From an optimization exercise on the open Yosys and OpenROAD flow, aimed at small area, a short achievable clock period and few clock cycles per item; shortcuts taken in it are not production practice.
Where RTL was checked, it was by simulation tests only, not by an equivalence proof against the original.
Only the layout flow was run in runs 2 to 5; the RTL was not checked for function there.
No activity file was given, so power comes from the tool's default toggle rates.

<file path="design/flow/design.v">
module comparison (
	input 	    iClk,
	input [7:0] iNum1,
	input [7:0] iNum2,
	output reg [7:0] oNum_Smaller,
	output reg [7:0] oNum_Greater
);
	always@ (posedge iClk) begin
		if (iNum1 <= iNum2) begin
			oNum_Smaller <=  iNum1;
			oNum_Greater <=  iNum2;
		end
		else begin
			oNum_Smaller <=  iNum2;
			oNum_Greater <=  iNum1;
		end
	end
endmodule
module rank_order(
	input iClk,
	input iRst_n,
	input iValid,
	output oReady,
	input [3:0] iOrder,
	input [7:0] iNum1, iNum2, iNum3,
	input [7:0] iNum4, iNum5, iNum6,
	input [7:0] iNum7, iNum8, iNum9,
	output reg [7:0] oValue,
	output reg oValid
);
	assign oReady = 1'b1;
	reg [9:1] vld;
	reg [3:0] ord [1:9];
	integer k;
	always @ (posedge iClk) begin
		if (!iRst_n) vld <= 9'd0;
		else vld <= {vld[8:1], iValid};
		ord[1] <= iOrder;
		for (k = 2; k <= 9; k = k + 1) ord[k] <= ord[k-1];
	end
	wire [7:0] buffer [0 : 8];
	wire [7:0] A11, A12, A13, A14, A15, A16, A17, A18, A19;
	comparison C11(.iClk(iClk), .iNum1(iNum1), .iNum2(iNum2), .oNum_Smaller(A11), .oNum_Greater(A12) );
	comparison C12(.iClk(iClk), .iNum1(iNum3), .iNum2(iNum4), .oNum_Smaller(A13), .oNum_Greater(A14) );
	comparison C13(.iClk(iClk), .iNum1(iNum5), .iNum2(iNum6), .oNum_Smaller(A15), .oNum_Greater(A16) );
	comparison C14(.iClk(iClk), .iNum1(iNum7), .iNum2(iNum8), .oNum_Smaller(A17), .oNum_Greater(A18) );
	reg [7:0] A19_q; always @ (posedge iClk) A19_q <= iNum9; assign A19 = A19_q;
	wire [7:0] A21, A22, A23, A24, A25, A26, A27, A28, A29;
	reg [7:0] A21_q; always @ (posedge iClk) A21_q <= A11; assign A21 = A21_q;
	comparison C21(.iClk(iClk), .iNum1(A12), .iNum2(A13), .oNum_Smaller(A22), .oNum_Greater(A23) );
	comparison C22(.iClk(iClk), .iNum1(A14), .iNum2(A15), .oNum_Smaller(A24), .oNum_Greater(A25) );
	comparison C23(.iClk(iClk), .iNum1(A16), .iNum2(A17), .oNum_Smaller(A26), .oNum_Greater(A27) );
	comparison C24(.iClk(iClk), .iNum1(A18), .iNum2(A19), .oNum_Smaller(A28), .oNum_Greater(A29) );
	wire [7:0] A31, A32, A33, A34, A35, A36, A37, A38, A39;
	comparison C31(.iClk(iClk), .iNum1(A21), .iNum2(A22), .oNum_Smaller(A31), .oNum_Greater(A32) );
	comparison C32(.iClk(iClk), .iNum1(A23), .iNum2(A24), .oNum_Smaller(A33), .oNum_Greater(A34) );
	comparison C33(.iClk(iClk), .iNum1(A25), .iNum2(A26), .oNum_Smaller(A35), .oNum_Greater(A36) );
	comparison C34(.iClk(iClk), .iNum1(A27), .iNum2(A28), .oNum_Smaller(A37), .oNum_Greater(A38) );
	reg [7:0] A39_q; always @ (posedge iClk) A39_q <= A29; assign A39 = A39_q;
	wire [7:0] A41, A42, A43, A44, A45, A46, A47, A48, A49;
	reg [7:0] A41_q; always @ (posedge iClk) A41_q <= A31; assign A41 = A41_q;
	comparison C41(.iClk(iClk), .iNum1(A32), .iNum2(A33), .oNum_Smaller(A42), .oNum_Greater(A43) );
	comparison C42(.iClk(iClk), .iNum1(A34), .iNum2(A35), .oNum_Smaller(A44), .oNum_Greater(A45) );
	comparison C43(.iClk(iClk), .iNum1(A36), .iNum2(A37), .oNum_Smaller(A46), .oNum_Greater(A47) );
	comparison C44(.iClk(iClk), .iNum1(A38), .iNum2(A39), .oNum_Smaller(A48), .oNum_Greater(A49) );
	wire [7:0] A51, A52, A53, A54, A55, A56, A57, A58, A59;
	comparison C51(.iClk(iClk), .iNum1(A41), .iNum2(A42), .oNum_Smaller(A51), .oNum_Greater(A52) );
	comparison C52(.iClk(iClk), .iNum1(A43), .iNum2(A44), .oNum_Smaller(A53), .oNum_Greater(A54) );
	comparison C53(.iClk(iClk), .iNum1(A45), .iNum2(A46), .oNum_Smaller(A55), .oNum_Greater(A56) );
	comparison C54(.iClk(iClk), .iNum1(A47), .iNum2(A48), .oNum_Smaller(A57), .oNum_Greater(A58) );
	reg [7:0] A59_q; always @ (posedge iClk) A59_q <= A49; assign A59 = A59_q;
	wire [7:0] A61, A62, A63, A64, A65, A66, A67, A68, A69;
	reg [7:0] A61_q; always @ (posedge iClk) A61_q <= A51; assign A61 = A61_q;
	comparison C61(.iClk(iClk), .iNum1(A52), .iNum2(A53), .oNum_Smaller(A62), .oNum_Greater(A63) );
	comparison C62(.iClk(iClk), .iNum1(A54), .iNum2(A55), .oNum_Smaller(A64), .oNum_Greater(A65) );
	comparison C63(.iClk(iClk), .iNum1(A56), .iNum2(A57), .oNum_Smaller(A66), .oNum_Greater(A67) );
	comparison C64(.iClk(iClk), .iNum1(A58), .iNum2(A59), .oNum_Smaller(A68), .oNum_Greater(A69) );
	wire [7:0] A71, A72, A73, A74, A75, A76, A77, A78, A79;
	comparison C71(.iClk(iClk), .iNum1(A61), .iNum2(A62), .oNum_Smaller(A71), .oNum_Greater(A72) );
	comparison C72(.iClk(iClk), .iNum1(A63), .iNum2(A64), .oNum_Smaller(A73), .oNum_Greater(A74) );
	comparison C73(.iClk(iClk), .iNum1(A65), .iNum2(A66), .oNum_Smaller(A75), .oNum_Greater(A76) );
	comparison C74(.iClk(iClk), .iNum1(A67), .iNum2(A68), .oNum_Smaller(A77), .oNum_Greater(A78) );
	reg [7:0] A79_q; always @ (posedge iClk) A79_q <= A69; assign A79 = A79_q;
	wire [7:0] A81, A82, A83, A84, A85, A86, A87, A88, A89;
	reg [7:0] A81_q; always @ (posedge iClk) A81_q <= A71; assign A81 = A81_q;
	comparison C81(.iClk(iClk), .iNum1(A72), .iNum2(A73), .oNum_Smaller(A82), .oNum_Greater(A83) );
	comparison C82(.iClk(iClk), .iNum1(A74), .iNum2(A75), .oNum_Smaller(A84), .oNum_Greater(A85) );
	comparison C83(.iClk(iClk), .iNum1(A76), .iNum2(A77), .oNum_Smaller(A86), .oNum_Greater(A87) );
	comparison C84(.iClk(iClk), .iNum1(A78), .iNum2(A79), .oNum_Smaller(A88), .oNum_Greater(A89) );
	comparison C91(.iClk(iClk), .iNum1(A81), .iNum2(A82), .oNum_Smaller(buffer[0]), .oNum_Greater(buffer[1]) );
	comparison C92(.iClk(iClk), .iNum1(A83), .iNum2(A84), .oNum_Smaller(buffer[2]), .oNum_Greater(buffer[3]) );
	comparison C93(.iClk(iClk), .iNum1(A85), .iNum2(A86), .oNum_Smaller(buffer[4]), .oNum_Greater(buffer[5]) );
	comparison C94(.iClk(iClk), .iNum1(A87), .iNum2(A88), .oNum_Smaller(buffer[6]), .oNum_Greater(buffer[7]) );
	reg [7:0] B8_q; always @ (posedge iClk) B8_q <= A89; assign buffer[8] = B8_q;
	always @ (posedge iClk) begin
		if (!iRst_n) oValid <= 1'b0;
		else oValid <= vld[9];
		oValue <= buffer[ord[9] - 1'b1];
	end
endmodule
</file>
<file path="design/flow/constraint.sdc">
create_clock -name core_clock -period 5.0 [get_ports {iClk}]
set_input_delay 1.0000 -clock core_clock [delete_from_list [all_inputs] [get_ports {iClk}]]
set_output_delay 1.0000 -clock core_clock [all_outputs]
set_load 0.01 [all_outputs]
</file>
<file path="design/flow/config.mk">
export PLATFORM = sky130hd
export DESIGN_NAME = rank_order
export DESIGN_NICKNAME = rank_order
export VERILOG_FILES = /design/flow/design.v
export SDC_FILE = /design/flow/constraint.sdc
export NUM_CORES = 4
export LEC_CHECK = 0
export CAP_MARGIN = 20
export CORE_MARGIN = 2
export CORE_UTILIZATION = 40
export SLEW_MARGIN = 20
</file>
<file path="design/flow/run.sh">
#!/bin/bash
# synth_recipe.tcl (not shown) runs the flow's synth.tcl, then flattens the netlist and writes it again
# the make line also repeats each setting of config.mk as NAME=value (left out here)
make -C /OpenROAD-flow-scripts/flow DESIGN_CONFIG=/design/flow/config.mk WORK_HOME=/design/flow/orfs CLKGATE_MAP_FILE= SYNTH_SCRIPT=/design/flow/synth_recipe.tcl finish
</file>
==> summary.txt, run 1 <==
Run status
  – Status: complete, no violations

Critical path
  – Slowest cell on crit path: o32ai_4
  – Worst path arrival time: about 3.4 ns
  – Worst setup EP type: flip-flop
  – WP data required: 5.49 ns
  – Buf/Inv on CP: 2
  – WS Path Type: in -> reg
  – Max incr delay on CP: between 0.7 and 0.8 ns
  – CP Launch Type: input port
  – Largest fanout on the critical path: 16
  – Cell Chain, Critical Path: clkdlybuf4s50_1, inv_1, ha_1, a211oi_2, nor2_1, o32ai_4, mux2_2
  – CP delay by family, top: compound AO/OA/AOI/OAI gates

Detailed routing
  – DRC: 0
  – WL per Instance: approximately 15 um
  – Final WL: 55.4 mm
  – DR pass1 iterations: 5
  – Final ANT Viol Nets: 0
  – Via density: approximately 4.7
  – Vias post-DR: around 17,000
  – Iter 0 DRT Violations: 510

Layout
  – Antenna Cells: 0
  – Area occupied by multi-input gates: roughly 0.016 sq mm
  – Share of cells above drive strength 1: 0.355
  – Biggest regs: ord x36, vld x9
  – Biggest register: ord
  – FF/Latch Area: about 0.014 sq mm
  – FILL cells: between 7,000 and 8,000
  – Final core occ: 0.455
  – Syn-to-layout area delta: 13.1%
  – Max reg flops: 36
  – Final net count: roughly 2,800

Logic synthesis
  – Area fraction of the dominant cell type after synthesis: 0.444
  – Number of synthesized flops with an enable pin: 0
  – Top cell type by total area after synthesis: dfxtp_1
  – Mean post-synth cell area: 13.5 sq um
  – Main synth FF type: dfxtp_1
  – Synth cell types: 35
  – Sequential fraction of the synthesis area: 0.444
  – Syn nets: roughly 2,700
  – Post-synth top cells: dfxtp_1, mux2_4, ha_1, inv_1, mux2_2
  – Post-synthesis instance total: 2,350
  – Most frequent cell after synthesis: dfxtp_1
  – Post-synth ARST share: 0
  – Post-synthesis instance area: about 0.032 sq mm
  – Synth area leaders: dfxtp_1, mux2_4, ha_1, mux2_2, inv_1
  – Synth Register Bits: between 700 and 800
  – Synth Warn #: 4

STA
  – Setup_tns: 0 ns
  – Clk_skew: between 0.02 and 0.025 ns
  – Slew HR: 0.302
  – Post-route clock period utilization: 0.591
  – RSZ-0062 raised after global routing: no
  – Maximum clock rate: between 0.3 and 0.4 GHz
  – Endpoints failing setup: 0
  – Slew Viols, Final: 0
  – Final hold vios: 0
  – Slew at the pin closest to its max-slew limit: 1.05 ns
  – Post-layout min period: 2.96 ns

GRT
  – Vias in the first global route: ~18,000
  – First-pass GRT wire length: between 90 and 100 mm
  – Largest net degree at the start of global routing: 22
  – Initial antenna violation count: 0
  – GRT Residual Overflow: 0
  – Tot GR Track Use: 0.137

Clock tree
  – Root Driver: clkbuf_16
  – Post-cts repair resize count: 0
  – Total CTS buffers: 77
  – Clk Latency, worst-skew pair: just over 0.6 ns
  – Sink Count: roughly 700
  – Post-CTS Setup Bufs: 0
  – # hold bufs at CTS: 0
  – H-tree depth: 3
  – Clock Tree Buf Depth: 3
  – Clock slew at reported path FFs: about 0.06 ns
  – TritonCTS clock tree: done

Floorplan
  – Core area: just under 0.08 sq mm
  – IO Count: between 80 and 90
  – Die W: roughly 290 um
  – Die height: roughly 290 um
  – Die area: 0.0814 sq mm
  – Row cnt: between 100 and 150
  – Initial Util: 0.403

Placement
  – Dpl hpwl: ~43 mm
  – Routability Congestion: 0.835
  – IO buf count: just under 90

Pwr
  – Peak supply drop: 0.347 mV
  – PD cells: around 850 mW/mm^2
  – Leakage power: 0.0165 uW

Min path
  – Hold crit path type: reg -> reg

Job
  – Maximum capacitance violations: 0
[cell type report]
class	count	area share
Multi-Input combinational cell	1314	0.440
Sequential cell	702	0.393
Clock buffer	103	0.0617
Tap cell	1050	0.0367
Inverter	288	0.0302
Timing Repair Buffer	87	0.0243
Clock inverter	40	0.0143
[per-layer routing]
| layer | GRT usage | up-vias | part of all wire |
|---|---|---|---|
| li1 | - | 8565 | - |
| met1 | 0.168 | 7994 | 0.45 |
| met2 | 0.238 | 240 | 0.48 |
| met3 | 0.0230 | 114 | 0.032 |
| met4 | 0.0569 | 0 | 0.033 |
| met5 | 0 | - | 0 |
[worst paths after layout]
check                              startpoint                     endpoint  slack [ns]  cells after the start
hold reg to reg   C44.oNum_Greater[1]$_DFF_P_             A59_q[1]$_DFF_P_        0.32                      0
setup reg to reg  C42.oNum_Smaller[5]$_DFF_P_  C52.oNum_Smaller[1]$_DFF_P_        2.53                      6
setup / recovery                     iNum2[5]  C11.oNum_Smaller[3]$_DFF_P_        2.04                      7
hold / removal    C44.oNum_Greater[1]$_DFF_P_             A59_q[1]$_DFF_P_        0.32                      0
[cell families (layout without fill, tap and decap cells)]
logic type / count (synthesis) / after routing / synth area share
adder cells (fa/ha/maj): 288 / 288 / 0.114
flip-flops: 702 / 702 / 0.444
multiplexers: 592 / 592 / 0.253
AO/OA/AOI/OAI: 249 / 249 / 0.0897
other: 1 / 1 / 0.000118
XOR/XNOR: 1 / 1 / 0.000277
AND/OR/NAND/NOR: 183 / 183 / 0.0403
buffers and inverters: 334 / 518 / 0.0586
[where the power goes]
group	total [uW]	leakage (uW)	internal (uW)	switching, uW
clock network	5850	0.00131	3600	2250
registers	10200	0.00592	8240	1940
logic	14400	0.00923	8700	5700
total	30400	0.0165	20500	9890
[placed cells by master (no fill, tap or decap), types with 3 or more instances in the layout]
| cell type | n |
|---|---|
| clkbuf_8 | 14 |
| nor2_1 | 48 |
| a21oi_1 | 36 |
| dfxtp_1 | 702 |
| nand2_1 | 7 |
| inv_1 | 288 |
| and2_1 | 10 |
| clkinv_4 | 9 |
| mux2_2 | 224 |
| a21oi_2 | 37 |
| nor2b_4 | 36 |
| clkdlybuf4s50_1 | 87 |
| a211oi_2 | 36 |
| inv_6 | 3 |
| o221ai_1 | 8 |
| a211o_1 | 8 |
| o21ai_0 | 36 |
| nor2b_1 | 4 |
| mux2i_1 | 8 |
| a22oi_1 | 14 |
| clkbuf_1 | 10 |
| clkbuf_16 | 79 |
| bufinv_16 | 9 |
| o32ai_4 | 36 |
| o211ai_2 | 36 |
| mux2_4 | 360 |
| ha_1 | 288 |
| clkinvlp_4 | 8 |
| clkinv_2 | 9 |
| nand4_1 | 72 |
[metrics by stage]
step | std cells | worst slack, ns | power, uW | hold WS, ns | area [sq um]
after global placement | 3441 | 1.51 | 24300 | 0.316 | 33100
final | 3584 | 2.04 | 30400 | 0.323 | 35800
after floorplan | 2350 | 2.39 | 23000 | 0.310 | 31600
after CTS | 3584 | 2.09 | 30800 | 0.316 | 35800
after detailed placement | 3441 | 1.44 | 24800 | 0.312 | 33100
after global routing | 3584 | 1.90 | 32400 | 0.325 | 35800
[worst register-to-register path: cells and delay by family, from the launching register on]
kind                       cells  cell delay, ns
DFF                            1            0.41
muxes                          1            0.44
AOI/OAI and AO/OA              2            1.02
adders and majority gates      1            0.31
and+or+nand+nor                1            0.10
buffers and inverters          1            0.07
Testbench counts, summed over its fixed seeds: cycles 9,680, items 9,600.
==> inputs of run 2 (changes only) <==
==> design/flow/design.v (replaced) <==
module comparison (
	input       iClk,
	input [7:0] iNum1,
	input [7:0] iNum2,
	output reg [7:0] oNum_Smaller,
	output reg [7:0] oNum_Greater
);
	always @(posedge iClk) begin
		if (iNum1 <= iNum2) begin
			oNum_Smaller <= iNum1;
			oNum_Greater <= iNum2;
		end else begin
			oNum_Smaller <= iNum2;
			oNum_Greater <= iNum1;
		end
	end
endmodule
module rank_order(
	input iClk,
	input iRst_n,
	input iValid,
	output oReady,
	input [3:0] iOrder,
	input [7:0] iNum1, iNum2, iNum3,
	input [7:0] iNum4, iNum5, iNum6,
	input [7:0] iNum7, iNum8, iNum9,
	output reg [7:0] oValue,
	output reg oValid
);
	assign oReady = 1'b1;
	wire [7:0] x [0:8];
	assign x[0] = iNum1; assign x[1] = iNum2; assign x[2] = iNum3;
	assign x[3] = iNum4; assign x[4] = iNum5; assign x[5] = iNum6;
	assign x[6] = iNum7; assign x[7] = iNum8; assign x[8] = iNum9;
	reg [3:0] rank [0:8];
	reg [8:0] sel;
	reg [7:0] res;
	reg le;
	integer i, j;
	always @* begin
		for (i = 0; i < 9; i = i + 1) rank[i] = 4'd0;
		for (i = 0; i < 9; i = i + 1)
			for (j = 0; j < i; j = j + 1) begin
				le = (x[j] <= x[i]);
				rank[i] = rank[i] + le;
				rank[j] = rank[j] + !le;
			end
		res = 8'd0;
		for (i = 0; i < 9; i = i + 1) begin
			sel[i] = (rank[i] == iOrder - 4'd1);
			res = res | ({8{sel[i]}} & x[i]);
		end
	end
	always @(posedge iClk) begin
		if (!iRst_n) oValid <= 1'b0;
		else oValid <= iValid;
		oValue <= res;
	end
endmodule
==> run 2 against run 1 <==
Net effect: the layout now fails its checks (setup timing); via count down 43%; hold slack better by 0.86 ns; setup slack worse by 3.0 ns; routed wire length down 35%; fmax down 50%; first-iteration DRC count up 27%; critical path type unchanged; critical endpoint is now oValue[4]$_DFF_P_; highest routed layer is now met5.
==> summary.txt, run 2 <==
Detailed routing
  – Iter 0 DRT Violations: 650 (+27%)
  – Via density: 5.70 (+21%)
  – DR pass1 iterations: 7 (+2)
  – Final ANT Viol Nets: 0 (unchanged)
  – DRC: 0 (unchanged)
  – Vias post-DR: 9,711 (-43%)
  – WL per Instance: 21.2 um (+37%)
  – Final WL: 36.1 mm (-35%)

Clock tree
  – Root Driver: clkbuf_16
  – Sink Count: 9 (-99%)
  – # hold bufs at CTS: 0 (unchanged)
  – TritonCTS clock tree: done
  – Clock slew at reported path FFs: 0.04 ns (-0.02 ns)
  – H-tree depth: 1 (-2)
  – Clock Tree Buf Depth: 2 (-1)
  – Total CTS buffers: 3 (-96%)

GRT
  – Initial antenna violation count: 1 (+1)
  – First-pass GRT wire length: 54.2 mm (-41%)
  – GRT Residual Overflow: 0 (unchanged)
  – Vias in the first global route: 9,389 (-49%)
  – Tot GR Track Use: 0.296 (+0.159)
  – Largest net degree at the start of global routing: 17 (-23%)

STA
  – Slew HR: 0.535 (+0.233)
  – Slew Viols, Final: 0 (unchanged)
  – Endpoints failing setup: 8 (+8)
  – Hold_ws: 1.18 ns (+0.862 ns)
  – Post-route clock period utilization: 1.19 (+0.597)
  – Final hold vios: 0 (unchanged)
  – Setup_tns: -7.39 ns (-7.39 ns)
  – Slew at the pin closest to its max-slew limit: 0.690 ns (-0.356 ns)
  – Post-layout min period: 5.94 ns (+2.98 ns)
  – Maximum clock rate: 0.168 GHz (-50%)
  – Final worst slack: -0.939 ns (-2.98 ns)
  – RSZ-0062 raised after global routing: yes

Placement
  – Area after DPL: 0.0123 sq mm (-63%)
  – Dpl ws: -1.63 ns (-3.07 ns)
  – IO buf count: 87 (unchanged)
  – Dpl hpwl: 30.7 mm (-29%)
  – Routability Congestion: 0.946 (+13%)

Logic synthesis
  – Synth Register Bits: 9 (-99%)
  – Sequential fraction of the synthesis area: 0.0198 (-0.424)
  – Mux share of post-synthesis cell area: 0.00331 (-0.250)
  – Post-synth ARST share: 0 (unchanged)
  – Main synth FF type: dfxtp_1
  – XOR/XNOR Fraction of Synth Area: 0.0451 (+0.0448)
  – Main combinational cell family by area after synthesis: adder cells
  – Mean post-synth cell area: 8.63 sq um (-36%)
  – Post-Synth Simple-Gate Area: 0.128 (+0.0876)
  – Synth Area in Compound Gates: 0.239 (+0.149)
  – Adder-cell share of the synthesized area: 0.513 (+0.399)
  – Area fraction of the dominant cell type after synthesis: 0.438 (-0.00582)
  – Number of synthesized flops with an enable pin: 0 (unchanged)
  – Synth cell types: 51 (+46%)
  – Synth area leaders: ha_1, fa_1, a21o_1, o21ai_0, nand4_1
  – Post-synthesis instance total: 1,052 (-55%)
  – Top cell type by total area after synthesis: ha_1
  – Post-synth top cells: ha_1, inv_1, o21ai_0
  – Synth Warn #: 2 (-2)
  – Syn nets: 1,483 (-45%)
  – Post-synthesis instance area: 0.00908 sq mm (-71%)
  – Most frequent cell after synthesis: ha_1

Layout
  – Antenna Cells: 0 (unchanged)
  – FF/Latch Area: 180 sq um (-99%)
  – Area occupied by multi-input gates: 0.00894 sq mm (-43%)
  – FILL cells: 2,003 (-72%)
  – Biggest register: oValue
  – Final net count: 1,852 (-35%)
  – Biggest regs: oValue x8, oValid x1
  – Max reg flops: 8 (-78%)
  – Syn-to-layout area delta: 44.5%
  – Share of cells above drive strength 1: 0.284 (-0.0710)
  – Post-route cell area: 0.0131 sq mm (-63%)
  – Most common cell after layout, fill and taps aside: ha_1
  – Most frequent cells in the layout: ha_1, buf_4, inv_1

Floorplan
  – Die height: 155 um (-46%)
  – Initial Util: 0.405 (+0.00212)
  – Die W: 155 um (-46%)
  – Core area: 0.0224 sq mm (-71%)
  – Row cnt: 55 (-47%)
  – Die area: 0.0239 sq mm (-71%)
  – IO Count: 89 (unchanged)

Pwr
  – Leakage power: 0.00688 uW (-58%)
  – Psw: 1730 uW (-82%)
  – Reg power frac: 0.034 (-0.300)
  – Cell-internal power: 1840 uW (-91%)
  – Clock group share of total power: 0.041 (-0.151)
  – PD cells: 273 mW/mm^2 (-68%)
  – Combinational share of power: 0.925 (+0.452)
  – Total power: 3580 uW (-88%)
  – Peak supply drop: 0.241 mV (-31%)
  – Switching Fraction: 0.485 (+0.159)

Critical path
  – WP data required: 5.18 ns (-0.31 ns)
  – Largest fanout on the critical path: 8 (-8)
  – Worst path arrival time: 6.12 ns (+2.68 ns)
  – CP Launch Type: input port
  – WS Path Type: in -> reg
  – Worst setup EP type: flip-flop

Run status
  – Status: finished with violations
  – Blocking Checks: setup timing

Min path
  – Hold crit path type: in -> reg

Job
  – Maximum capacitance violations: 0 (unchanged)
==> run 2: changes by cell type after synthesis, moves of 45 or more <==
cell     delta
dfxtp_1   -693
inv_1     -175
a21o_1     +74
a21oi_1    +45
mux2_2    -224
o21ai_0    +65
mux2_4    -360
==> run 2: power by group through the flow <==
stage	registers, uW	clock network [uW]	logic, uW
final	121	147	3310
after global routing	123	150	3620
after CTS	121	145	2990
after detailed placement	122	0	2750
after global placement	123	0	2690
after floorplan	130	0	1750
==> run 2: cells by family (layout without fill, tap and decap cells) <==
kind of cell	Yosys count	count (layout)
AO/OA/AOI/OAI	335	335
flip-flops	9	9
XOR/XNOR	41	41
multiplexers	3	3
AND/OR/NAND/NOR	191	191
other	1	1
buffers and inverters	120	488
adder cells (fa/ha/maj)	352	352
==> run 2: cell type report <==
type                            instances  share of cell area
Tap cell                              285              0.0272
Multi-Input combinational cell        923               0.681
Sequential cell                         9              0.0137
Timing Repair Buffer                  371               0.239
Inverter                              113              0.0326
Clock buffer                            4             0.00601
==> run 2: worst max-delay path: stages <==
cell and delay, ns:
clkdlybuf4s50_1 0.50, inv_2 0.08, buf_4 0.14, ha_4 0.26, nand4_1 0.28, o21a_1 0.30
fa_1 0.54, inv_1 0.06, fa_1 0.57, fa_1 0.42, inv_1 0.07, ha_2 0.18
inv_2 0.04, fa_2 0.58, xnor2_2 0.13, nand2_2 0.09, o32ai_4 0.54, a22oi_1 0.20
nand4_1 0.12
==> run 2: metal layers <==
| layer | share of wire | GRT usage |
|---|---|---|
| met5 | 0.00033 | 0 |
| met4 | 0.045 | 0.107 |
| met3 | 0.070 | 0.0482 |
| met2 | 0.44 | 0.477 |
| met1 | 0.44 | 0.399 |
==> run 2: path summary, 6_finish.rpt <==
check  startpoint                 to  slack [ns]  cells after the start
max      iNum6[7]  oValue[4]$_DFF_P_       -0.94                     19
min      iNum6[5]  oValue[5]$_DFF_P_        1.18                      4
==> run 2: what timing repair did <==
item | 4_1_cts | 5_1_grt
endpoints found under the setup margin | 8 | 8
resized for setup | 64 | 111
buffers inserted | 13 | 12
pin swaps | 25 | 50
==> run 2: stage by stage <==
stage               instances   util
floorplan                1052      -
global placement         1682  0.550
detailed placement       1682  0.550
CTS                      1698  0.568
global route             1705  0.585
finish                   1705  0.585
==> inputs of run 3 (changes only) <==
--- a/design/flow/design.v
+++ b/design/flow/design.v
@@ -34,3 +34,39 @@
 	assign x[6] = iNum7; assign x[7] = iNum8; assign x[8] = iNum9;
+	function [1:0] fa(input a, input b, input c);
+		fa = {(a & b) | (a & c) | (b & c), a ^ b ^ c};
+	endfunction
+	function [3:0] pc8(input [7:0] v);
+		reg [1:0] f0, f1, f2, f3, f4;
+		reg h0c, h0s, h1c, h1s;
+		begin
+			f0 = fa(v[0], v[1], v[2]);
+			f1 = fa(v[3], v[4], v[5]);
+			h0s = v[6] ^ v[7]; h0c = v[6] & v[7];
+			f2 = fa(f0[0], f1[0], h0s);             
+			f3 = fa(f0[1], f1[1], h0c);             
+			h1s = f3[0] ^ f2[1]; h1c = f3[0] & f2[1];    
+			f4 = {f3[1] & h1c, f3[1] ^ h1c};        
+			pc8 = {f4[1], f4[0], h1s, f2[0]};
+		end
+	endfunction
+	function le8(input [7:0] a, input [7:0] b);
+		reg [7:0] g, e;  
+		reg [3:0] g2, e2; reg [1:0] g4, e4;
+		integer n;
+		begin
+			g = a & ~b; e = ~(g | (~a & b));
+			for (n = 0; n < 4; n = n + 1) begin
+				g2[n] = g[2*n+1] | (e[2*n+1] & g[2*n]);
+				e2[n] = e[2*n+1] & e[2*n];
+			end
+			for (n = 0; n < 2; n = n + 1) begin
+				g4[n] = g2[2*n+1] | (e2[2*n+1] & g2[2*n]);
+				e4[n] = e2[2*n+1] & e2[2*n];
+			end
+			le8 = ~(g4[1] | (e4[1] & g4[0]));
+		end
+	endfunction
+	reg [7:0] c [0:8];    
 	reg [3:0] rank [0:8];
+	reg [3:0] km1;
 	reg [8:0] sel;
@@ -40,12 +76,14 @@
 	always @* begin
-		for (i = 0; i < 9; i = i + 1) rank[i] = 4'd0;
+		for (i = 0; i < 9; i = i + 1) c[i] = 8'd0;
 		for (i = 0; i < 9; i = i + 1)
 			for (j = 0; j < i; j = j + 1) begin
-				le = (x[j] <= x[i]);
-				rank[i] = rank[i] + le;
-				rank[j] = rank[j] + !le;
+				le = le8(x[j], x[i]);
+				c[i][j] = le;        
+				c[j][i-1] = !le;     
 			end
+		km1 = iOrder - 4'd1;
 		res = 8'd0;
 		for (i = 0; i < 9; i = i + 1) begin
-			sel[i] = (rank[i] == iOrder - 4'd1);
+			rank[i] = pc8(c[i]);
+			sel[i] = (rank[i] == km1);
 			res = res | ({8{sel[i]}} & x[i]);
==> run 3 against run 2 <==
Net effect: still fails the layout checks on setup timing; first-iteration DRC count down 25%; utilization up 4.3 points; non-clock buffer count down 59; critical path type unchanged.
==> summary.txt, run 3 <==
Floorplan
  – IO Count: 89 (unchanged)
  – Die area: 0.0209 sq mm (-12%)
  – Die height: 145 um (-6.4%)
  – Core area: 0.0195 sq mm (-13%)
  – Die W: 145 um (-6.4%)
  – Initial Util: 0.407 (+0.00226)
  – Row cnt: 51 (-7.3%)

GRT
  – First-pass GRT wire length: 45.8 mm (-15%)
  – GRT Residual Overflow: 0 (unchanged)
  – Largest net degree at the start of global routing: 12 (-5)
  – Tot GR Track Use: 0.289 (-0.00651)
  – Vias in the first global route: 8,316 (-11%)
  – Initial antenna violation count: 0 (-1)

Logic synthesis
  – Most frequent cell after synthesis: ha_1
  – Post-synth ARST share: 0 (unchanged)
  – Main synth FF type: dfxtp_1
  – Post-synthesis instance total: 875 (-17%)
  – Area fraction of the dominant cell type after synthesis: 0.444 (+0.00566)
  – Top cell type by total area after synthesis: ha_1
  – Mean post-synth cell area: 9.05 sq um (+4.9%)
  – Synth Warn #: 3 (+1)
  – Synth cell types: 48 (-5.9%)
  – Synth area leaders: ha_1, fa_1, inv_1, o21a_1, a2111oi_0
  – Syn nets: 1,269 (-14%)
  – Sequential fraction of the synthesis area: 0.0227 (+0.00290)
  – Number of synthesized flops with an enable pin: 0 (unchanged)
  – Synth Register Bits: 9 (unchanged)
  – Post-synth top cells: ha_1, inv_1, o21a_1
  – Post-synthesis instance area: 0.00792 sq mm (-13%)

Critical path
  – Critical Path Source: iNum2[1]
  – CP Launch Type: input port
  – Worst setup path end: oValue[1]$_DFF_P_
  – WP data required: 5.19 ns (about the same)
  – Largest fanout on the critical path: 7 (-1)
  – Worst setup EP type: flip-flop
  – WS Path Type: in -> reg
  – Worst path arrival time: 5.19 ns (-0.93 ns)

Detailed routing
  – Via density: 5.66 (-0.67%)
  – DRC: 0 (unchanged)
  – Final WL: 30.3 mm (-16%)
  – WL per Instance: 21.0 um (-0.94%)
  – Final ANT Viol Nets: 0 (unchanged)
  – Iter 0 DRT Violations: 485 (-25%)
  – Vias post-DR: 8,175 (-16%)
  – DR pass1 iterations: 5 (-2)

Placement
  – Dpl ws: -0.721 ns (+0.914 ns)
  – Routability Congestion: 0.983 (+4.0%)
  – Area after DPL: 0.0107 sq mm (-13%)
  – IO buf count: 87 (unchanged)
  – Dpl hpwl: 24.2 mm (-21%)

Job
  – Maximum capacitance violations: 0 (unchanged)

Clock tree
  – H-tree depth: 1 (unchanged)
  – TritonCTS clock tree: done
  – Clock slew at reported path FFs: 0.04 ns (about the same)
  – Sink Count: 9 (unchanged)
  – # hold bufs at CTS: 0 (unchanged)
  – Clock Tree Buf Depth: 2 (unchanged)
  – Total CTS buffers: 3 (unchanged)
  – Root Driver: clkbuf_16

STA
  – Final worst slack: -0.00441 ns (+0.935 ns)
  – Slew Viols, Final: 0 (unchanged)
  – Hold_ws: 1.19 ns (+0.00449 ns)
  – Maximum clock rate: 0.200 GHz (+19%)
  – Post-layout min period: 5.00 ns (-0.935 ns)
  – Endpoints failing setup: 2 (-6)
  – Post-route clock period utilization: 1.00 (-0.187)
  – Final hold vios: 0 (unchanged)
  – Slew HR: 0.502 (-0.0335)
  – Slew at the pin closest to its max-slew limit: 0.748 ns (+0.0575 ns)
  – Setup_tns: -0.00492 ns (+7.38 ns)

Layout
  – Biggest register: oValue
  – Most frequent cells in the layout: ha_1, buf_4, inv_1
  – Biggest regs: oValue x8, oValid x1
  – Max reg flops: 8 (unchanged)
  – Final core occ: 0.627 (+0.0426)
  – Share of cells above drive strength 1: 0.373 (+0.0891)
  – Antenna Cells: 0 (unchanged)
  – Final net count: 1,575 (-15%)
  – Post-route cell area: 0.0122 sq mm (-6.9%)
  – Syn-to-layout area delta: 54.1%
  – Most common cell after layout, fill and taps aside: ha_1

Pwr
  – Leakage power: 0.00607 uW (-12%)
  – Peak supply drop: 0.125 mV (-48%)
  – PD cells: 226 mW/mm^2 (-17%)

Min path
  – Hold crit path type: in -> reg

Run status
  – Status: finished with violations
  – Blocking Checks: setup timing
## run 3: critical path, stage by stage
cell and delay, ns:
dlygate4sd2_1 0.24, buf_6 0.14, ha_1 0.29, a31o_2 0.21, a21oi_2 0.17, nor2b_1 0.08
o211ai_1 0.29, a21oi_2 0.16, fa_1 0.52, inv_2 0.04, fa_2 0.35, inv_2 0.09
ha_4 0.14, ha_4 0.20, xnor2_4 0.13, nor4_4 0.60, buf_4 0.25, a22oi_2 0.08
o21a_1 0.11, nand3_1 0.10
## run 3: how the worst min path moves through the flow
stage          cells after the start  startpoint  slack, ns           endpoint
5_1_grt                            4    iNum8[1]       1.23  oValue[1]$_DFF_P_
4_1_cts                            4    iNum9[1]       1.28  oValue[1]$_DFF_P_
2_1_floorplan                      1      iValid       1.12  oValid$_SDFF_PN0_
3_5_place_dp                       2      iValid       1.58  oValid$_SDFF_PN0_
3_3_place_gp                       2      iValid       1.57  oValid$_SDFF_PN0_
6_report                           4    iNum6[3]       1.19  oValue[3]$_DFF_P_
## run 3: area by class of cell
| type | count | area, sq um |
|---|---|---|
| multi-input cells | 731 | 8260 |
| fillers | 1641 | 7250 |
| repair buffers | 312 | 2860 |
| inverters | 124 | 502 |
| well taps | 265 | 332 |
| flip-flops and latches | 9 | 180 |
| clock buffers | 4 | 78.8 |
## run 3: what timing repair did
action,in CTS,in global routing
cloned,0,1
buffers inserted,8,19
resized for setup,155,186
pin swaps,69,86
setup endpoints to repair,8,8
## run 3: cell families (layout without fill, tap and decap cells)
logic type,Yosys count,count (layout),share of synthesized area
AOI/OAI and AO/OA,278,278,0.246
other,1,1,0.000473
adders and majority gates,315,315,0.530
and+or+nand+nor,96,96,0.0743
buffers and inverters,135,440,0.0664
DFF,9,9,0.0227
xor gates and xnor gates,41,41,0.0600
## run 3: metal layers
metal / GRT usage / up-vias / wire [um]
met3: 0.0135 / 63 / 1550
met2: 0.480 / 266 / 13900
li1: - / 3899 / -
met1: 0.413 / 3947 / 13900
met4: 0.0741 / 0 / 1040
met5: 0 / - / 0
## run 3: metrics by stage
stage,std cells,total power (uW)
after floorplan,875,1350
after global placement,1415,2050
after CTS,1425,2460
final,1445,2750
after detailed placement,1415,2090
after global routing,1445,2990
## run 3: report_power, final
part,internal (uW),switching (uW),total (uW),leakage [uW]
logic,1260,1220,2470,0.00595
clock network,108,50.9,159,0.0000382
registers,107,15.8,123,0.0000750
==> inputs of run 4 (changes only) <==
==> design/flow/design.v (replaced) <==
module comparison (
	input       iClk,
	input [7:0] iNum1,
	input [7:0] iNum2,
	output reg [7:0] oNum_Smaller,
	output reg [7:0] oNum_Greater
);
	always @(posedge iClk) begin
		if (iNum1 <= iNum2) begin
			oNum_Smaller <= iNum1;
			oNum_Greater <= iNum2;
		end else begin
			oNum_Smaller <= iNum2;
			oNum_Greater <= iNum1;
		end
	end
endmodule
module rank_order(
	input iClk,
	input iRst_n,
	input iValid,
	output oReady,
	input [3:0] iOrder,
	input [7:0] iNum1, iNum2, iNum3,
	input [7:0] iNum4, iNum5, iNum6,
	input [7:0] iNum7, iNum8, iNum9,
	output reg [7:0] oValue,
	output reg oValid
);
	assign oReady = 1'b1;
	wire [7:0] x [0:8];
	assign x[0] = iNum1; assign x[1] = iNum2; assign x[2] = iNum3;
	assign x[3] = iNum4; assign x[4] = iNum5; assign x[5] = iNum6;
	assign x[6] = iNum7; assign x[7] = iNum8; assign x[8] = iNum9;
	function ge8(input [7:0] a, input [7:0] b);
		reg cy; integer q;
		begin
			cy = 1'b1;
			for (q = 0; q < 8; q = q + 1) cy = (a[q] & ~b[q]) | (a[q] & cy) | (~b[q] & cy);
			ge8 = cy;
		end
	endfunction
	function [1:0] fa(input a, input b, input c);
		fa = {(a & b) | (a & c) | (b & c), a ^ b ^ c};
	endfunction
	function [3:0] pc8(input [7:0] v);
		reg [1:0] f0, f1, f2, f3, f4;
		reg h0c, h0s, h1c, h1s;
		begin
			f0 = fa(v[0], v[1], v[2]);
			f1 = fa(v[3], v[4], v[5]);
			h0s = v[6] ^ v[7]; h0c = v[6] & v[7];
			f2 = fa(f0[0], f1[0], h0s);
			f3 = fa(f0[1], f1[1], h0c);
			h1s = f3[0] ^ f2[1]; h1c = f3[0] & f2[1];
			f4 = {f3[1] & h1c, f3[1] ^ h1c};
			pc8 = {f4[1], f4[0], h1s, f2[0]};
		end
	endfunction
	reg [35:0] ge_d;
	integer i, j, n;
	always @* begin
		n = 0;
		for (i = 1; i < 9; i = i + 1)
			for (j = 0; j < i; j = j + 1) begin
				ge_d[n] = ge8(x[i], x[j]);
				n = n + 1;
			end
	end
	reg [35:0] ge_q;
	reg [71:0] x_q;
	reg [3:0] ord_q;
	reg vld_q;
	always @(posedge iClk) begin
		if (!iRst_n) vld_q <= 1'b0;
		else vld_q <= iValid;
		ge_q <= ge_d;
		x_q <= {iNum9, iNum8, iNum7, iNum6, iNum5, iNum4, iNum3, iNum2, iNum1};
		ord_q <= iOrder;
	end
	reg [7:0] c [0:8];
	reg [3:0] km1;
	reg [7:0] res;
	always @* begin
		for (i = 0; i < 9; i = i + 1) c[i] = 8'd0;
		n = 0;
		for (i = 1; i < 9; i = i + 1)
			for (j = 0; j < i; j = j + 1) begin
				c[i][j] = ge_q[n];
				c[j][i-1] = !ge_q[n];
				n = n + 1;
			end
		km1 = ord_q - 4'd1;
		res = 8'd0;
		for (i = 0; i < 9; i = i + 1)
			if (pc8(c[i]) == km1) res = res | x_q[8*i +: 8];
	end
	always @(posedge iClk) begin
		if (!iRst_n) oValid <= 1'b0;
		else oValid <= vld_q;
		oValue <= res;
	end
endmodule
==> run 4 against run 3 <==
Net effect: the run now finishes clean; area after synthesis increased by 17%; sequential power rose to 9.3 times the previous value; flip-flop and latch count increased by 113; critical path type is now reg -> reg; largest power group unchanged.
==> summary.txt, run 4 <==
Run status
  – Status: complete, no violations

Layout
  – Most common cell after layout, fill and taps aside: inv_1
  – Biggest register: x_q
  – Final core occ: 0.478 (-0.149)
  – Share of cells above drive strength 1: 0.0430 (-0.330)
  – Biggest regs: x_q x72, ge_q x36, oValue x8
  – Most frequent cells in the layout: inv_1, dfxtp_1, nand2_1
  – Antenna Cells: 0 (unchanged)
  – Final non-filler cell total: 1,495 (+3.5%)
  – Final net count: 1,340 (-15%)
  – Syn-to-layout area delta: 16.9%
  – Max reg flops: 72 (+64)

Placement
  – Placed Instances: 1,463 (+3.4%)
  – Routability Congestion: 1.01 (+2.4%)
  – Dpl hpwl: 26.8 mm (+11%)
  – IO buf count: 87 (unchanged)

Floorplan
  – Initial Util: 0.409 (+0.00237)
  – Die area: 0.0245 sq mm (+17%)
  – Die height: 156 um (+8.1%)
  – Row cnt: 55 (+7.8%)
  – Core area: 0.0227 sq mm (+17%)
  – Die W: 156 um (+8.1%)
  – IO Count: 89 (unchanged)

Logic synthesis
  – Post-synth ARST share: 0 (unchanged)
  – Post-synthesis instance total: 1,168 (+33%)
  – Post-synth top cells: inv_1, dfxtp_1, nand2_1
  – Most frequent cell after synthesis: inv_1
  – Area fraction of the dominant cell type after synthesis: 0.263 (-0.181)
  – Synth Register Bits: 122 (+113)
  – Post-synthesis instance area: 0.00930 sq mm (+17%)
  – Number of synthesized flops with an enable pin: 0 (unchanged)
  – Sequential fraction of the synthesis area: 0.263 (+0.240)
  – Synth cell types: 49 (+2.1%)
  – Synth area leaders: dfxtp_1, fa_1, inv_1, nand2_1, a222oi_1
  – Main synth FF type: dfxtp_1
  – Mean post-synth cell area: 7.96 sq um (-12%)
  – Top cell type by total area after synthesis: dfxtp_1
  – Syn nets: 1,311 (+3.3%)
  – Synth Warn #: 2 (-1)

Detailed routing
  – Via density: 6.35 (+12%)
  – Final ANT Viol Nets: 0 (unchanged)
  – Vias post-DR: 9,493 (+16%)
  – Final WL: 36.0 mm (+19%)
  – WL per Instance: 24.1 um (+15%)
  – DR pass1 iterations: 11 (+6)
  – DRC: 0 (unchanged)
  – Iter 0 DRT Violations: 1,570 (+220%)

Clock tree
  – Clk Latency, worst-skew pair: 0.43 ns
  – H-tree depth: 4 (+3)
  – Root Driver: clkbuf_16
  – Post-cts repair resize count: 0 (-100%)
  – TritonCTS clock tree: done
  – Sink Count: 122 (+113)
  – Post-CTS Setup Bufs: 0 (-8)
  – Clock slew at reported path FFs: 0.07 ns (+0.03 ns)
  – Clock Tree Buf Depth: 2 (unchanged)
  – # hold bufs at CTS: 0 (unchanged)
  – Total CTS buffers: 17 (+14)

STA
  – Clk_skew: between 0.008 and 0.009 ns
  – Final hold vios: 0 (unchanged)
  – Slew HR: 0.262 (-0.240)
  – Post-layout min period: 3.58 ns (-1.43 ns)
  – Slew at the pin closest to its max-slew limit: 1.10 ns (+0.356 ns)
  – Maximum clock rate: 0.279 GHz (+40%)
  – RSZ-0062 raised after global routing: no
  – Endpoints failing setup: 0 (-2)
  – Post-route clock period utilization: 0.716 (-0.285)
  – Setup_tns: 0 ns (+0.00492 ns)
  – Slew Viols, Final: 0 (unchanged)

Critical path
  – CP Launch Type: flip-flop
  – Worst path arrival time: 3.84 ns (-1.35 ns)
  – WP data required: 5.26 ns (+0.07 ns)
  – Worst setup EP type: flip-flop
  – Largest fanout on the critical path: 8 (+1)
  – WS Path Type: reg -> reg

Pwr
  – Peak supply drop: 0.208 mV (+67%)
  – Leakage power: 0.00468 uW (-23%)
  – PD cells: 410 mW/mm^2 (+82%)

GRT
  – Vias in the first global route: 8,681 (+4.4%)
  – Largest net degree at the start of global routing: 23 (+11)
  – GRT Residual Overflow: 0 (unchanged)
  – First-pass GRT wire length: 53.8 mm (+18%)
  – Initial antenna violation count: 0 (unchanged)
  – Tot GR Track Use: 0.294 (+0.00476)

Job
  – Maximum capacitance violations: 0 (unchanged)

Min path
  – Hold crit path type: reg -> reg
-- run 4: changes by cell type after synthesis, moves of 26 or more --
cell	change
a2111oi_0	-26
a221oi_1	+35
a222oi_1	+38
clkbuf_1	+64
dfxtp_1	+113
ha_1	-253
inv_1	+41
nand2_1	+86
nor2_1	+59
nor3_1	+60
nor4_1	+39
o21a_1	-57
o22ai_1	+29
o31ai_1	+37
-- run 4: cell families (layout without fill, tap and decap cells) --
kind of cell / count (synthesis) / count (layout) / synth area share
AO/OA/AOI/OAI: 304 / 304 / 0.249
adder cells (fa/ha/maj): 71 / 71 / 0.123
AND/OR/NAND/NOR: 376 / 376 / 0.210
flip-flops: 122 / 122 / 0.263
buffers and inverters: 256 / 298 / 0.106
XOR/XNOR: 38 / 38 / 0.0501
other: 1 / 1 / 0.000403
-- run 4: worst max-delay path, cell delays in order (launching register included) --
cell and delay (ns):
dfxtp_1 0.38, inv_1 0.12, fa_1 0.41, fa_1 0.54, inv_1 0.04, ha_1 0.19
ha_1 0.28, xor2_1 0.28, nor4bb_1 0.25, a2111oi_0 0.69, nand3_1 0.22
-- run 4: path summary, 6_finish.rpt --
kind	slack [ns]	from	end	depth (start not counted)
hold reg to reg	0.44	vld_q$_SDFF_PN0_	oValid$_SDFF_PN0_	1
hold / removal	0.44	vld_q$_SDFF_PN0_	oValid$_SDFF_PN0_	1
setup / recovery	1.42	ge_q[5]$_DFF_P_	oValue[2]$_DFF_P_	10
setup reg to reg	1.42	ge_q[5]$_DFF_P_	oValue[2]$_DFF_P_	10
-- run 4: layer usage --
metal | GRT usage | share of wire | vias up
li1 | - | - | 4277
met1 | 0.414 | 0.43 | 4464
met2 | 0.459 | 0.44 | 645
met3 | 0.0515 | 0.096 | 107
met4 | 0.0917 | 0.034 | 0
met5 | 0 | 0 | -
-- run 4: cell type report --
type                            instances  area [sq um]
Fill cell                            2205         11800
Clock buffer                           18           439
Timing Repair Buffer                   97           946
Inverter                              169           634
Multi-Input combinational cell        790          5870
Tap cell                              285           357
Sequential cell                       122          2440
Clock inverter                         14           174
-- run 4: where the power goes --
group	leakage (uW)	switching, uW	internal (uW)
Combinational	0.00335	1190	819
Clock	0.000301	525	771
Sequential	0.00103	62.9	1080
-- run 4: stage by stage --
stage / instance area [sq um] / power (uW) / setup WS, ns / hold WS, ns
2_1_floorplan: 9300 / 2480 / 2.15 / 0.412
3_3_place_gp: 10200 / 3100 / 1.43 / 0.415
3_5_place_dp: 10200 / 3130 / 1.41 / 0.425
4_1_cts: 10900 / 4430 / 1.41 / 0.441
5_1_grt: 10900 / 4690 / 1.37 / 0.459
6_report: 10900 / 4450 / 1.42 / 0.440
==> inputs of run 5 (changes only) <==
==> design/flow/flow/run.sh (new file) <==
#!/bin/bash
# Standard ORFS layout, with plain buffers on the ports and free cell swaps in repair.
set -euo pipefail
bash standard.sh "BUFFER_PORTS_ARGS=-buffer_cell sky130_fd_sc_hd__buf_2" MATCH_CELL_FOOTPRINT=0 finish > standard.log 2>&1
==> design/flow/standard.sh (new file) <==
#!/bin/bash
# synth_recipe.tcl (not shown) runs the flow's synth.tcl, then flattens the netlist and writes it again
# the make line also repeats each setting of config.mk as NAME=value (left out here)
make -C /OpenROAD-flow-scripts/flow DESIGN_CONFIG=/design/flow/config.mk WORK_HOME=/design/flow/orfs CLKGATE_MAP_FILE= SYNTH_SCRIPT=/design/flow/synth_recipe.tcl "${@:-finish}"
removed: design/flow/run.sh
==> run 5 against run 4 <==
Net effect: largest cell class unchanged; global-route usage fell by 0.31 points; still clean; routed wire length fell by 1.6%; via count fell by 1.6%; utilization fell by 2.2 points; largest power group unchanged.
==> summary.txt, run 5 <==
Detailed routing
  – DR pass1 iterations: 10 (-1)
  – WL per Instance: 23.9 um (-0.92%)
  – Final WL: 35.4 mm (-1.6%)
  – Via density: 6.29 (-0.93%)
  – Vias post-DR: 9,342 (-1.6%)
  – DRC: 0 (unchanged)
  – Iter 0 DRT Violations: 1,202 (-23%)
  – Final ANT Viol Nets: 0 (unchanged)

Logic synthesis
  – Synth Register Bits: 122 (unchanged)
  – Mean post-synth cell area: 7.96 sq um (unchanged)
  – Area fraction of the dominant cell type after synthesis: 0.263 (unchanged)
  – Number of synthesized flops with an enable pin: 0 (unchanged)
  – Top cell type by total area after synthesis: dfxtp_1
  – Post-synthesis instance total: 1,168 (unchanged)
  – Synth cell types: 49 (unchanged)
  – Post-synth top cells: inv_1, dfxtp_1, nand2_1
  – Synth Warn #: 2 (unchanged)
  – Main synth FF type: dfxtp_1
  – Post-synthesis instance area: 0.00930 sq mm (unchanged)
  – Most frequent cell after synthesis: inv_1
  – Synth area leaders: dfxtp_1, fa_1, inv_1, nand2_1, a222oi_1
  – Post-synth ARST share: 0 (unchanged)
  – Syn nets: 1,311 (unchanged)
  – Sequential fraction of the synthesis area: 0.263 (unchanged)

Placement
  – IO buf count: 87 (unchanged)
  – Dpl hpwl: 26.8 mm (-0.15%)
  – Dpl ws: 1.68 ns (+0.267 ns)
  – Area after DPL: 0.00974 sq mm (-5.0%)
  – Routability Congestion: 1.01 (about the same)
  – Placed Instances: 1,453 (-0.68%)

Layout
  – Max reg flops: 72 (unchanged)
  – Biggest regs: x_q x72, ge_q x36, oValue x8
  – Final non-filler cell total: 1,485 (-0.67%)
  – Antenna Cells: 0 (unchanged)
  – Most frequent cells in the layout: inv_1, dfxtp_1, nand2_1
  – Final net count: 1,330 (-0.75%)
  – FILL cells: 2,257 (+2.4%)
  – Syn-to-layout area delta: 11.5%
  – Share of cells above drive strength 1: 0.107 (+0.0637)
  – Biggest register: x_q
  – Most common cell after layout, fill and taps aside: inv_1
  – Post-route cell area: 0.0104 sq mm (-4.6%)

STA
  – Setup_tns: 0 ns (unchanged)
  – Final hold vios: 0 (unchanged)
  – RSZ-0062 raised after global routing: no
  – Slew HR: 0.398 (+0.136)
  – Post-route clock period utilization: 0.681 (-0.0344)
  – Endpoints failing setup: 0 (unchanged)
  – Maximum clock rate: 0.294 GHz (+5.0%)
  – Clk_skew: 0.0119 ns (+0.00307 ns)
  – Slew at the pin closest to its max-slew limit: 0.880 ns (-0.224 ns)
  – Post-layout min period: 3.41 ns (-0.172 ns)
  – Final worst slack: 1.59 ns (+0.172 ns)
  – Slew Viols, Final: 0 (unchanged)

Min path
  – Hold crit path type: reg -> reg
  – Hold Startpoint: vld_q$_SDFF_PN0_
  – Hold endpoint: oValid$_SDFF_PN0_
  – Worst Hold Path Cells: 1 (unchanged)

Floorplan
  – Die W: 156 um (unchanged)
  – Core area: 0.0227 sq mm (unchanged)
  – Row cnt: 55 (unchanged)
  – Die area: 0.0245 sq mm (unchanged)
  – IO Count: 89 (unchanged)
  – Initial Util: 0.409 (unchanged)
  – Die height: 156 um (unchanged)

Critical path
  – WP data required: 5.28 ns (+0.02 ns)
  – Largest fanout on the critical path: 8 (unchanged)
  – Slowest cell on crit path: a2111oi_0
  – Max incr delay on CP: 0.77 ns (+0.08 ns)
  – Reg2reg path depth: 10 (unchanged)
  – WS Path Type: reg -> reg
  – Setup slack, reg-to-reg: 1.59 ns (+0.17 ns)
  – FF-to-FF Start: ge_q[4]$_DFF_P_
  – CP Launch Type: flip-flop
  – Cell Chain, Critical Path: inv_1, fa_1, fa_1, inv_1, ha_1, ha_1, xor2_1, nor4bb_1, a2111oi_0, nand3_1
  – Worst path arrival time: 3.68 ns (-0.16 ns)
  – Worst setup EP type: flip-flop
  – Worst reg2reg path endpoint: oValue[6]$_DFF_P_

GRT
  – First-pass GRT wire length: 52.8 mm (-1.9%)
  – Largest net degree at the start of global routing: 23 (unchanged)
  – GRT Residual Overflow: 0 (unchanged)
  – Tot GR Track Use: 0.291 (-0.00311)
  – Vias in the first global route: 8,349 (-3.8%)
  – Initial antenna violation count: 3 (+3)

Clock tree
  – TritonCTS clock tree: done
  – Root Driver: clkbuf_16
  – Sink Count: 122 (unchanged)
  – H-tree depth: 4 (unchanged)
  – Clock Tree Buf Depth: 2 (unchanged)
  – Post-cts repair resize count: 0 (unchanged)
  – # hold bufs at CTS: 0 (unchanged)
  – Clk Latency, worst-skew pair: 0.42 ns (about the same)
  – Post-CTS Setup Bufs: 0 (unchanged)
  – Total CTS buffers: 17 (unchanged)
  – Clock slew at reported path FFs: 0.06 ns (about the same)

Job
  – Maximum capacitance violations: 0 (unchanged)

Pwr
  – Switching Fraction: 0.380 (-0.0196)
  – Reg power frac: 0.265 (+0.008)
  – Psw: 1640 uW (-7.8%)
  – Combinational share of power: 0.434 (-0.018)
  – Leakage power: 0.00464 uW (-0.75%)
  – Peak supply drop: 0.248 mV (+19%)
  – PD cells: 416 mW/mm^2 (+1.6%)
  – Cell-internal power: 2670 uW (+0.10%)
  – Clock group share of total power: 0.301 (+0.010)

Run status
  – Status: complete, no violations
==> run 5: cell types whose count changed in the layout (fill, tap and decap cells not counted), moves of 2 or more <==
cell | previous run | this run
buf_2 | 0 | 87
clkdlybuf4s50_1 | 87 | 0
buf_4 | 10 | 0
inv_8 | 4 | 0
clkinv_2 | 0 | 3
inv_6 | 6 | 3
bufinv_16 | 2 | 4
==> run 5: area by class of cell <==
class                      count  area [sq um]  share of cell area
clock inverter                14           194              0.0187
timing repair buffer          87           435              0.0420
inverter                     169           634              0.0612
clock buffer                  18           429              0.0414
multi-input combinational    790          5870               0.567
sequential                   122          2440               0.236
tap                          285           357              0.0344
==> run 5: power by group through the flow <==
stage	registers (uW)	logic (uW)	clock network, uW
after floorplan	1150	1340	0
after global placement	1170	1780	0
after detailed placement	1170	1830	0
after CTS	1150	1850	1310
after global routing	1150	2050	1350
final	1140	1870	1300
==> run 5: worst max-delay path by stage <==
stage                      from                end  slack, ns  cells past startpoint
6_report        ge_q[4]$_DFF_P_  oValue[6]$_DFF_P_       1.59                     10
3_3_place_gp    ge_q[3]$_DFF_P_  oValue[5]$_DFF_P_       1.75                     10
3_5_place_dp    ge_q[4]$_DFF_P_  oValue[5]$_DFF_P_       1.68                     10
5_1_grt         ge_q[4]$_DFF_P_  oValue[6]$_DFF_P_       1.52                     10
2_1_floorplan  ge_q[21]$_DFF_P_  oValue[6]$_DFF_P_       2.15                     11
4_1_cts         ge_q[4]$_DFF_P_  oValue[5]$_DFF_P_       1.67                     10
==> run 5: kinds of logic (layout without fill, tap and decap cells) <==
logic type,after synthesis,count (layout),synth area share
AO/OA/AOI/OAI,304,304,0.249
buffers and inverters,256,288,0.106
other,1,1,0.000403
adder cells (fa/ha/maj),71,71,0.123
flip-flops,122,122,0.263
AND/OR/NAND/NOR,376,376,0.210
XOR/XNOR,38,38,0.0501
==> run 5: metrics by stage <==
stage	utilization	hold WS, ns	total power [uW]
final	0.456	0.429	4320
after detailed placement	0.429	0.417	3000
after CTS	0.456	0.430	4300
after floorplan	-	0.412	2480
after global placement	0.429	0.416	2950
after global routing	0.456	0.470	4550
==> run 5: layer usage <==
metal  global-route usage  wire length (um)
met1                0.404             15000
met2                0.463             16000
met3               0.0579              3550
met4               0.0769               885
met5                    0                12
==> run 5: worst max-delay path, delay by kind of cell, from the launching register on <==
kind | cells | cell delay [ns]
AO/OA/AOI/OAI | 1 | 0.77
XOR/XNOR | 1 | 0.23
adder cells (fa/ha/maj) | 4 | 1.43
buffers and inverters | 2 | 0.11
flip-flops | 1 | 0.35
AND/OR/NAND/NOR | 2 | 0.37
==> inputs of run 6 (changes only) <==
--- a/design/flow/design.v
+++ b/design/flow/design.v
@@ -30,6 +30,3 @@
 	assign oReady = 1'b1;
-	wire [7:0] x [0:8];
-	assign x[0] = iNum1; assign x[1] = iNum2; assign x[2] = iNum3;
-	assign x[3] = iNum4; assign x[4] = iNum5; assign x[5] = iNum6;
-	assign x[6] = iNum7; assign x[7] = iNum8; assign x[8] = iNum9;
+	wire [71:0] x = {iNum9, iNum8, iNum7, iNum6, iNum5, iNum4, iNum3, iNum2, iNum1};
 	function ge8(input [7:0] a, input [7:0] b);
@@ -59,13 +56,13 @@
 	endfunction
-	reg [35:0] ge_d;
-	integer i, j, n;
-	always @* begin
-		n = 0;
-		for (i = 1; i < 9; i = i + 1)
-			for (j = 0; j < i; j = j + 1) begin
-				ge_d[n] = ge8(x[i], x[j]);
-				n = n + 1;
+	wire [80:0] ge_d;
+	reg  [80:0] ge_q;
+	genvar gi, gj;
+	generate
+		for (gi = 0; gi < 9; gi = gi + 1) begin : row
+			for (gj = 0; gj < gi; gj = gj + 1) begin : col
+				assign ge_d[9*gi+gj] = ge8(x[8*gi +: 8], x[8*gj +: 8]);
+				always @(posedge iClk) ge_q[9*gi+gj] <= ge_d[9*gi+gj];
 			end
-	end
-	reg [35:0] ge_q;
+		end
+	endgenerate
 	reg [71:0] x_q;
@@ -76,23 +73,24 @@
 		else vld_q <= iValid;
-		ge_q <= ge_d;
-		x_q <= {iNum9, iNum8, iNum7, iNum6, iNum5, iNum4, iNum3, iNum2, iNum1};
+		x_q <= x;
 		ord_q <= iOrder;
 	end
-	reg [7:0] c [0:8];
-	reg [3:0] km1;
-	reg [7:0] res;
-	always @* begin
-		for (i = 0; i < 9; i = i + 1) c[i] = 8'd0;
-		n = 0;
-		for (i = 1; i < 9; i = i + 1)
-			for (j = 0; j < i; j = j + 1) begin
-				c[i][j] = ge_q[n];
-				c[j][i-1] = !ge_q[n];
-				n = n + 1;
+	wire [3:0] km1 = ord_q - 4'd1;
+	wire [8:0] sel;
+	wire [71:0] pick;
+	generate
+		for (gi = 0; gi < 9; gi = gi + 1) begin : rank
+			wire [7:0] c;
+			for (gj = 0; gj < 9; gj = gj + 1) begin : cb
+				if (gj < gi) begin : lo
+					assign c[gj] = ge_q[9*gi+gj];
+				end else if (gj > gi) begin : hi
+					assign c[gj-1] = ~ge_q[9*gj+gi];
+				end
 			end
-		km1 = ord_q - 4'd1;
-		res = 8'd0;
-		for (i = 0; i < 9; i = i + 1)
-			if (pc8(c[i]) == km1) res = res | x_q[8*i +: 8];
-	end
+			assign sel[gi] = (pc8(c) == km1);
+			assign pick[8*gi +: 8] = {8{sel[gi]}} & x_q[8*gi +: 8];
+		end
+	endgenerate
+	wire [7:0] res = pick[7:0] | pick[15:8] | pick[23:16] | pick[31:24] | pick[39:32]
+	               | pick[47:40] | pick[55:48] | pick[63:56] | pick[71:64];
 	always @(posedge iClk) begin
--- a/design/flow/config.mk
+++ b/design/flow/config.mk
@@ -10,2 +10,4 @@
 export CORE_UTILIZATION = 40
+export CTS_BUF_LIST = sky130_fd_sc_hd__clkbuf_4 sky130_fd_sc_hd__clkbuf_8
+export SETUP_SLACK_MARGIN = 2.2
 export SLEW_MARGIN = 20
==> run 6 against run 5 <==
Net effect: die area rose by 0.72%; flip-flop and latch count did not move; total power up 6.7%; utilization grew 2.3 points; clock power is 27% lower; hold slack improved by 0.015 ns; area after synthesis is 0.74% higher; global-route usage fell by 0.58 points; still clean; first-iteration DRC count up 10%.
==> summary.txt, run 6 <==
Critical path
  – Slowest cell on crit path: fa_1
  – Cell Chain, Critical Path: fa_2, fa_1, inv_1, ha_4, ha_4, xnor3_2, nand4_1, nor2_2, a2111oi_4, nand3_1
  – Top cell by count, worst path: ha_4
  – Buf/Inv on CP: 1 (-1)
  – WP data required: 5.32 ns (+0.04 ns)
  – Worst setup EP type: flip-flop
  – Max incr delay on CP: 0.55 ns (-0.22 ns)
  – CP delay by family, top: adder cells
  – WS Path Type: reg -> reg
  – CP Launch Type: flip-flop
  – Largest fanout on the critical path: 6 (-2)
  – Reg2reg path depth: 10 (unchanged)
  – Worst path arrival time: 3.36 ns (-0.32 ns)
  – WP depth: 10 (unchanged)

Detailed routing
  – Final ANT Viol Nets: 0 (unchanged)
  – DR pass1 iterations: 12 (+2)
  – Via density: 6.05 (-3.8%)
  – DRC: 0 (unchanged)
  – Final WL: 35.5 mm (+0.16%)
  – Vias post-DR: 9,297 (-0.48%)
  – WL per Instance: 23.1 um (-3.2%)
  – Iter 0 DRT Violations: 1,328 (+10%)

Clock tree
  – H-tree depth: 4 (unchanged)
  – TritonCTS clock tree: done
  – Clk Latency, worst-skew pair: 0.45 ns (+0.03 ns)
  – Sink Count: 122 (unchanged)
  – Root Driver: clkbuf_8
  – Total CTS buffers: 17 (unchanged)
  – Clock Tree Buf Depth: 2 (unchanged)
  – Clock slew at reported path FFs: 0.08 ns (+0.02 ns)

Min path
  – Hold crit path type: reg -> reg
  – Worst Hold Path Cells: 1 (unchanged)

GRT
  – Tot GR Track Use: 0.285 (-0.00580)
  – First-pass GRT wire length: 51.8 mm (-1.9%)
  – Vias in the first global route: 8,236 (-1.4%)
  – GRT Residual Overflow: 0 (unchanged)
  – Largest net degree at the start of global routing: 23 (unchanged)
  – Initial antenna violation count: 1 (-2)

Layout
  – Most common cell after layout, fill and taps aside: inv_1
  – Share of cells above drive strength 1: 0.206 (+0.0994)
  – Post-route cell area: 0.0109 sq mm (+5.3%)
  – Final non-filler cell total: 1,536 (+3.4%)
  – Max reg flops: 72 (unchanged)
  – Biggest regs: x_q x72, ge_q x36, oValue x8
  – Antenna Cells: 0 (unchanged)
  – Syn-to-layout area delta: 16.6%
  – Final net count: 1,354 (+1.8%)
  – Biggest register: x_q
  – FILL cells: 2,217 (-1.8%)
  – Final core occ: 0.479 (+0.0229)
  – Most frequent cells in the layout: inv_1, dfxtp_1, nand2_1

Pwr
  – Psw: 1910 uW (+16%)
  – Reg power frac: 0.251 (-0.014)
  – Combinational share of power: 0.543 (+0.109)
  – Peak supply drop: 0.269 mV (+8.4%)
  – Leakage power: 0.00473 uW (+1.8%)
  – Total power: 4600 uW (+6.7%)
  – PD cells: 422 mW/mm^2 (+1.3%)
  – Cell-internal power: 2690 uW (+0.64%)
  – Switching Fraction: 0.415 (+0.0350)
  – Clock group share of total power: 0.206 (-0.095)

Placement
  – Dpl hpwl: 26.3 mm (-1.8%)
  – Area after DPL: 0.00987 sq mm (+1.3%)
  – IO buf count: 87 (unchanged)
  – Placed Instances: 1,489 (+2.5%)
  – Routability Congestion: 0.922 (-8.4%)

Floorplan
  – Die area: 0.0247 sq mm (+0.72%)
  – Core area: 0.0228 sq mm (+0.30%)
  – Die W: 157 um (+0.36%)
  – Row cnt: 55 (unchanged)
  – Die height: 157 um (+0.36%)
  – IO Count: 89 (unchanged)
  – Initial Util: 0.411 (+0.00178)

STA
  – Clk_skew: 0.0144 ns (+0.00258 ns)
  – Slew Viols, Final: 0 (unchanged)
  – Final hold vios: 0 (unchanged)
  – RSZ-0062 raised after global routing: yes
  – Post-layout min period: 3.04 ns (-0.368 ns)
  – Slew at the pin closest to its max-slew limit: 0.901 ns (+0.0210 ns)
  – Endpoints failing setup: 0 (unchanged)
  – Maximum clock rate: 0.329 GHz (+12%)
  – Slew HR: 0.399 (+0.00120)
  – Setup_tns: 0 ns (unchanged)
  – Post-route clock period utilization: 0.608 (-0.0737)

Logic synthesis
  – Post-synthesis instance area: 0.00936 sq mm (+0.74%)
  – Post-synth ARST share: 0 (unchanged)
  – Syn nets: 1,320 (+0.69%)
  – Main synth FF type: dfxtp_1
  – Mean post-synth cell area: 7.96 sq um (about the same)
  – Area fraction of the dominant cell type after synthesis: 0.261 (-0.00193)
  – Synth Register Bits: 122 (unchanged)
  – Number of synthesized flops with an enable pin: 0 (unchanged)
  – Most frequent cell after synthesis: inv_1
  – Synth cell types: 50 (+2.0%)
  – Post-synth top cells: inv_1, dfxtp_1, nand2_1
  – Post-synthesis instance total: 1,177 (+0.77%)
  – Synth area leaders: dfxtp_1, fa_1, inv_1, nand2_1, a222oi_1
  – Sequential fraction of the synthesis area: 0.261 (-0.00193)
  – Top cell type by total area after synthesis: dfxtp_1
  – Synth Warn #: 1 (-1)

Run status
  – Status: complete, no violations

Job
  – Maximum capacitance violations: 0 (unchanged)
run 6: cell types whose count changed in the layout (fill, tap and decap cells not counted), sizes merged, moves of 2 or more:
| cell | change |
|---|---|
| buf | +16 |
| and4bb | +6 |
| nand4 | +8 |
| xnor3 | +2 |
| clkinvlp | -2 |
| clkinv | +2 |
| nor2 | +8 |
| nor4bb | -18 |
| nor4b | +4 |
| xnor2 | -3 |
run 6: cells by family (layout without fill, tap and decap cells):
kind of cell    Yosys count  after routing  share of synthesized area
fa+ha+maj                71             71                      0.122
compound gates          304            304                      0.252
xor+xnor                 37             37                     0.0506
flops                   122            122                      0.261
other cells               1              1                   0.000400
buf+inv                 258            304                      0.106
simple gates            384            384                      0.208
run 6: per-stage QoR:
stage	hold slack [ns]	setup slack, ns
2_1_floorplan	0.412	2.20
3_3_place_gp	0.416	1.22
3_5_place_dp	0.423	1.42
4_1_cts	0.442	1.99
5_1_grt	0.468	1.90
6_report	0.444	1.96
run 6: timing repair:
action | in CTS | in global routing
buffers inserted | 4 | 12
pin swaps | 22 | 38
setup endpoints to repair | 8 | 8
hold buffers | 0 | 0
resized for setup | 55 | 67
run 6: final cells by class:
| cell class | count | area [sq um] | share of cell area |
|---|---|---|---|
| multi-input cells | 797 | 6420 | 0.588 |
| flip-flops and latches | 122 | 2480 | 0.227 |
| inverters | 170 | 638 | 0.0585 |
| repair buffers | 103 | 571 | 0.0523 |
| well taps | 313 | 392 | 0.0359 |
| clock buffers | 19 | 255 | 0.0234 |
| clock inverters | 12 | 165 | 0.0151 |
run 6: routing by layer:
| metal | wire (um) | global-route usage | share of wire | up-vias |
|---|---|---|---|---|
| li1 | - | - | - | 4305 |
| met1 | 15200 | 0.401 | 0.43 | 4363 |
| met2 | 15800 | 0.444 | 0.44 | 553 |
| met3 | 3430 | 0.0581 | 0.097 | 76 |
| met4 | 1050 | 0.0795 | 0.030 | 0 |
| met5 | 0 | 0 | 0 | - |
run 6: final timing paths:
check,start,endpoint,slack [ns]
worst min register to register,vld_q$_SDFF_PN0_,oValid$_SDFF_PN0_,0.44
worst max register to register,ge_q[55]$_DFF_P_,oValue[6]$_DFF_P_,1.96
worst min-delay path,vld_q$_SDFF_PN0_,oValid$_SDFF_PN0_,0.44
worst max-delay path,ge_q[55]$_DFF_P_,oValue[6]$_DFF_P_,1.96
run 6: power by group through the flow:
stage / sequential (uW) / combinational (uW) / clock (uW)
detailed placement: 1170 / 1910 / 0
CTS: 1150 / 2160 / 950
finish: 1150 / 2500 / 950
floorplan: 1150 / 1370 / 0
global route: 1160 / 2700 / 1000
global placement: 1170 / 1880 / 0
Testbench counts of run 6, summed over its fixed seeds: cycles 9,616, items 9,600.

port drivers added, routing unchanged:
The flow's constraints put no driver on any port. The routed layouts listed below were extracted and timed again, unchanged, in two steps. Step 1 assumes that a clkbuf_16 drives the clock port and a buf_2 every other input. Step 2, shift: input delay + t, output delay - t, t = (earliest + latest rising clock arrival at the registers) / 2. This alone moves slack from input paths to output paths. Slacks: ideal / step 1 / step 2; pairs: ideal / step 1.
run	shift t [ns]	setup WS [ns]
run 1	0.655	2.045 / 2.073 / 1.418
run 2	0.272	-0.939 / -0.933 / -1.204
run 3	0.288	-0.004 / 0.012 / -0.277
run 4	0.475	1.422 / 1.422 / 1.417
run 5	0.470	1.594 / 1.594 / 1.594
run 6	0.490	1.962 / 1.962 / 1.867
